This design comes from an exercise in tuning for small area on the open sky130 flow, not from production work.
Function was checked by simulation only, so behaviour that the tests miss may differ from the original.

## build 2
==> flow/design.v (excerpt) <==
module pdnn_update (clk, reset, en, h, g1, g2, g3, g4, x1, x2, u, v);
clock: 20.0 ns
lec_check: 0
abc_area: 1
cap_margin: 0
core_margin: 2
core_utilization: 65
cts_buf_list: sky130_fd_sc_hd__clkbuf_16
cts_cluster_diameter: 80
cts_cluster_size: 30
slew_margin: 0
standard.sh (not shown) runs the stock make flow with config.mk's settings and CLKGATE_MAP_FILE= SYNTH_SCRIPT=/design/flow/synth_recipe.tcl, a recipe that flattens the netlist after the stock synthesis.
==> flow/flow/run.sh <==
#!/bin/bash
# The standard layout (the standard.sh, with its standard synthesis),
# with one change: each port gets a sky130_fd_sc_hd__buf_1 as its buffer
# instead of the default clkdlybuf4s50_1.
set -euo pipefail
export BUFFER_PORTS_ARGS="-buffer_cell sky130_fd_sc_hd__buf_1"
bash standard.sh finish > standard_flow.log 2>&1
No stage failed in build 2, and the final checks on the layout all came back clean.
The following lists how build 56 was set up differently from build 2:
# build 2
export LEC_CHECK = 0
export ABC_AREA = 1
export CAP_MARGIN = 0
export CORE_MARGIN = 2
export CORE_UTILIZATION = 65
export CTS_BUF_LIST = sky130_fd_sc_hd__clkbuf_16
export CTS_CLUSTER_DIAMETER = 80
export CTS_CLUSTER_SIZE = 30
export SLEW_MARGIN = 0
create_clock -name core_clock -period 20.0 [get_ports {clk}]
# build 56
export LEC_CHECK = 0
export ABC_AREA = 1
export CAP_MARGIN = 0
export CORE_MARGIN = 2
export CORE_UTILIZATION = 55
export CTS_BUF_LIST = sky130_fd_sc_hd__clkbuf_8
export CTS_CLUSTER_SIZE = 20
export SLEW_MARGIN = 0
create_clock -name core_clock -period 20.0 [get_ports {clk}]
### Flow results
- Build 56: all stages complete, timing, DRC and antenna checks passed
- Build 56 vs. build 2: async set-or-reset flop fraction in the synthesized netlist comparable; count of inserted tapcells grew by 139; detail-routed via count per cell down about 5%.
- Build 56 has total number of cells along the worst setup path below what build 2 had.
- Taking build 2 as the reference point, the final area of build 56 rises by about 2%.
- From build 2 to build 56 the numbers moved as follows: count of antenna-violating nets left after detailed routing roughly the same, number of placed instances, taps included up 2.2%, die area now larger.
- The worst hold slack in build 56 sits 0.029 ns below the value recorded for build 2.
Input-level comparison between build 54 and build 56:
# build 56
export LEC_CHECK = 0
export ABC_AREA = 1
export CAP_MARGIN = 0
export CORE_MARGIN = 2
export CORE_UTILIZATION = 55
export CTS_BUF_LIST = sky130_fd_sc_hd__clkbuf_8
export CTS_CLUSTER_SIZE = 20
export SLEW_MARGIN = 0
create_clock -name core_clock -period 20.0 [get_ports {clk}]
# build 54
export LEC_CHECK = 0
export ABC_AREA = 1
export CAP_MARGIN = 0
export CORE_MARGIN = 2
export CORE_UTILIZATION = 60
export CTS_BUF_LIST = sky130_fd_sc_hd__clkbuf_16
export CTS_CLUSTER_DIAMETER = 80
export CTS_CLUSTER_SIZE = 30
export SLEW_MARGIN = 0
create_clock -name core_clock -period 20.0 [get_ports {clk}]
Notes after the runs:
Detailed-route wire length on metal 1, build 54 and build 56, lower one = build 54. Die area ends up lower on build 54. Build 56 has a higher ratio of final minimum period to clock period than build 54. Compared with build 56, build 54 shows a higher global-route usage. Relative to build 56, cell count decreased by 208 in build 54. Per the comparison of build 54 with build 56, area growth from synthesis to final layout has decreased; number of setup buffers added after CTS has decreased; wire length of the first global-routing pass has decreased. Comparing build 54 and build 56, the lower number of H-tree levels is on build 54.

---

red:
pdnn_update, a different RTL version from the one above (not shown whole).
For scale: roughly 5800 cells after synthesis, roughly 460 flip-flops, roughly 0.046 mm² of cells after synthesis.
make LEC_CHECK=0 ABC_AREA=1 CAP_MARGIN=0 CORE_MARGIN=2 CORE_UTILIZATION=55 CTS_BUF_LIST=sky130_fd_sc_hd__clkbuf_8 CTS_CLUSTER_SIZE=20 SLEW_MARGIN=0 finish   # period 20.0 ns
run.sh (not shown) runs the stock make flow with config.mk's settings and CLKGATE_MAP_FILE= SYNTH_SCRIPT=/design/flow/synth_recipe.tcl, a recipe that flattens the netlist after the stock synthesis.
Stock flow here: none of the scripts above is used.
The flow did not stop early for red: all stages ran, and the layout cleared the timing, design-rule and antenna checks.
Edits applied to the flow inputs when going from red to blue:
-- flow/config.mk --
<<< red, line 9
export CAP_MARGIN = 0
>>> blue, line 9
export CAP_MARGIN = 20
<<< red, line 11
export CORE_UTILIZATION = 55
export CTS_BUF_LIST = sky130_fd_sc_hd__clkbuf_8
export CTS_CLUSTER_SIZE = 20
export SLEW_MARGIN = 0
>>> blue, line 11
export CORE_UTILIZATION = 60
export SLEW_MARGIN = 20
Findings:
- Going from red to blue, the die area was shrunk.
- Comparing blue and red, the lower total wire length after detailed routing is on blue.
- blue vs. red: headroom to the max-slew limit has increased, portion of the clock cycle consumed by the worst path in the final layout grew by 0.49 points.
- Summary of blue over red: starting DRC count in detailed routing picked up an extra 9.9%, utilization of the core after routing picked up an extra 5.7 points, count of clock-buffer cells in the layout lost about 27%, clock network area share picked up an extra 0.27 points.

---

== oak ==
RTL: one of the versions met above, not the one the previous note started from.
Size: about 5600 cells after synthesis, roughly 470 flip-flops, roughly 290 I/O pins.
clock: 20.0 ns
lec_check: 0
abc_area: 1
cap_margin: 0
core_margin: 2
core_utilization: 55
cts_buf_list: sky130_fd_sc_hd__clkbuf_8
cts_cluster_size: 20
slew_margin: 0
Here is what was changed in the inputs of pine compared with oak.
==> flow/flow/run.sh (new file) <==
#!/bin/bash
# The standard layout (the standard.sh, with its standard synthesis),
# with two changes: each port gets a sky130_fd_sc_hd__buf_1 as its buffer
# instead of the default clkdlybuf4s50_1, and timing-driven global
# placement does not keep the buffers its internal repair inserts
# (GPL_KEEP_OVERFLOW=0); the later repair steps still fix slew, capacitance
# and timing.
set -euo pipefail
export BUFFER_PORTS_ARGS="-buffer_cell sky130_fd_sc_hd__buf_1"
export GPL_KEEP_OVERFLOW=0
bash standard.sh finish > standard_flow.log 2>&1
==> flow/standard.sh (new file) <==
#!/bin/bash
# synth_recipe.tcl (not shown) runs the flow's synth.tcl, then flattens the netlist and writes it again
# the make line also repeats each setting of config.mk as NAME=value (left out here)
make -C /OpenROAD-flow-scripts/flow DESIGN_CONFIG=/design/flow/config.mk WORK_HOME=/design/flow/orfs CLKGATE_MAP_FILE= SYNTH_SCRIPT=/design/flow/synth_recipe.tcl "${@:-finish}"
removed: flow/run.sh
==> comparison <==
Wire length of the first global-routing pass (pine over oak): increase, about 2%. Fraction of layout cells with a size suffix above 1 essentially unchanged between oak and pine. Via count of the routed design: oak vs pine, no meaningful difference. Summary of the comparison: count of clock-buffer cells in the layout is higher in pine, relative to oak. Per the comparison of pine with oak, sum of met2 wire segment lengths after detailed routing up 4.3%, wire length up about 3.3%. The setup slack of pine is smaller than that of oak. Max average wire per standard cell across pine and oak: pine. Tightest hold margin for pine: 0.024 ns up relative to oak.
--- input diff pine..birch ---
- CTS_BUF_LIST: sky130_fd_sc_hd__clkbuf_8 -> sky130_fd_sc_hd__clkbuf_16
- PLACE_DENSITY: unset -> 0.75
- CTS_CLUSTER_SIZE: 20 -> 30
- CTS_CLUSTER_DIAMETER: unset -> 80
- CORE_UTILIZATION: 55 -> 60
==> flow/flow/run.sh <==
#!/bin/bash
# The standard layout (the standard.sh, with its standard synthesis),
# with one change: each port gets a sky130_fd_sc_hd__buf_1 as its buffer
# instead of the default clkdlybuf4s50_1.
set -euo pipefail
export BUFFER_PORTS_ARGS="-buffer_cell sky130_fd_sc_hd__buf_1"
bash standard.sh finish > standard_flow.log 2>&1
Notes after the runs:
- Summary: with pine as the reference, number of global-route vias before repair in birch moved down slightly.
- In birch, number of vias per cell is higher than in pine.
- Slowest library cell on the worst path = clkinvlp_2: pine; slowest library cell on the worst path = fa_1: birch
- Reported for pine and birch, sequential cell count of the final layout turned out identical to the last digit.
- birch vs pine, number of cell instances on the worst register-to-register path went down by about 6%.
- Summary — clock buffer count, birch relative to pine: lower, by 73.
- Looking at final setup slack of the worst path, birch sits 0.016 ns higher than pine does.
- Of the two candidates, pine has the worse clock period minus final worst setup slack and birch the better one.
- In the tables for pine and birch, first-pass GRT wire length reads higher with pine.
### birch -> maple
- CORE_UTILIZATION now 55, was 60
- PLACE_DENSITY no longer set, was 0.75
Findings:
- maple: pin count of the biggest net entering global routing higher than birch
- Going from birch to maple, post-layout utilization of the core shrank by 4.9 points, xor-xnor portion of the synthesized cell area held steady, shortest period the worst path allows grew by 0.013 ns.
- maple gives less critical path depth than birch did.
- Route | maple vs birch | wire longer in maple
- Compared with birch, maple shows average via count per standard cell lower by 4.4%.
- First-pass GRT wire length up 5.1% in maple wrt birch
- Going from birch to maple, routed via count now sits lower, net count reported at finish now sits higher.

what the ideal ports hide:
Ports are ideal in the flow. The routed layouts listed here were re-timed in OpenROAD. Step 1 assumes that a clkbuf_16 drives the clock port and a buf_2 every other input. Step 2 moves the port delays by t, midway between the first and last clock arrival at a register: inputs arrive t later, outputs are due t later. That takes back most of the time a late clock gives input paths. Three values: ideal ports, drivers, drivers and shift; two values: the first two.
run	shift t [ns]	setup slack, ns	worst register clock-pin slew, ns
build 2	0.677	0.449 / 0.383 / 0.806	0.12 / 0.12
build 56	0.742	0.481 / 0.411 / 1.093	0.07 / 0.07
build 54	0.703	0.582 / 0.512 / 0.976	0.12 / 0.12
red	0.761	0.492 / 0.421 / 0.650	0.07 / 0.07
blue	0.697	0.394 / 0.321 / 0.427	0.06 / 0.06
oak	0.765	0.470 / 0.398 / 0.628	0.07 / 0.07
pine	0.768	0.461 / 0.416 / 0.416	0.07 / 0.07
birch	0.688	0.477 / 0.410 / 1.097	0.12 / 0.12
maple	0.705	0.463 / 0.394 / 1.028	0.12 / 0.12
After both steps setup and hold are still met in every run listed. The setup slack of pine, which loses most, moves by -0.045 ns with the drivers and by -0.045 ns with both steps.
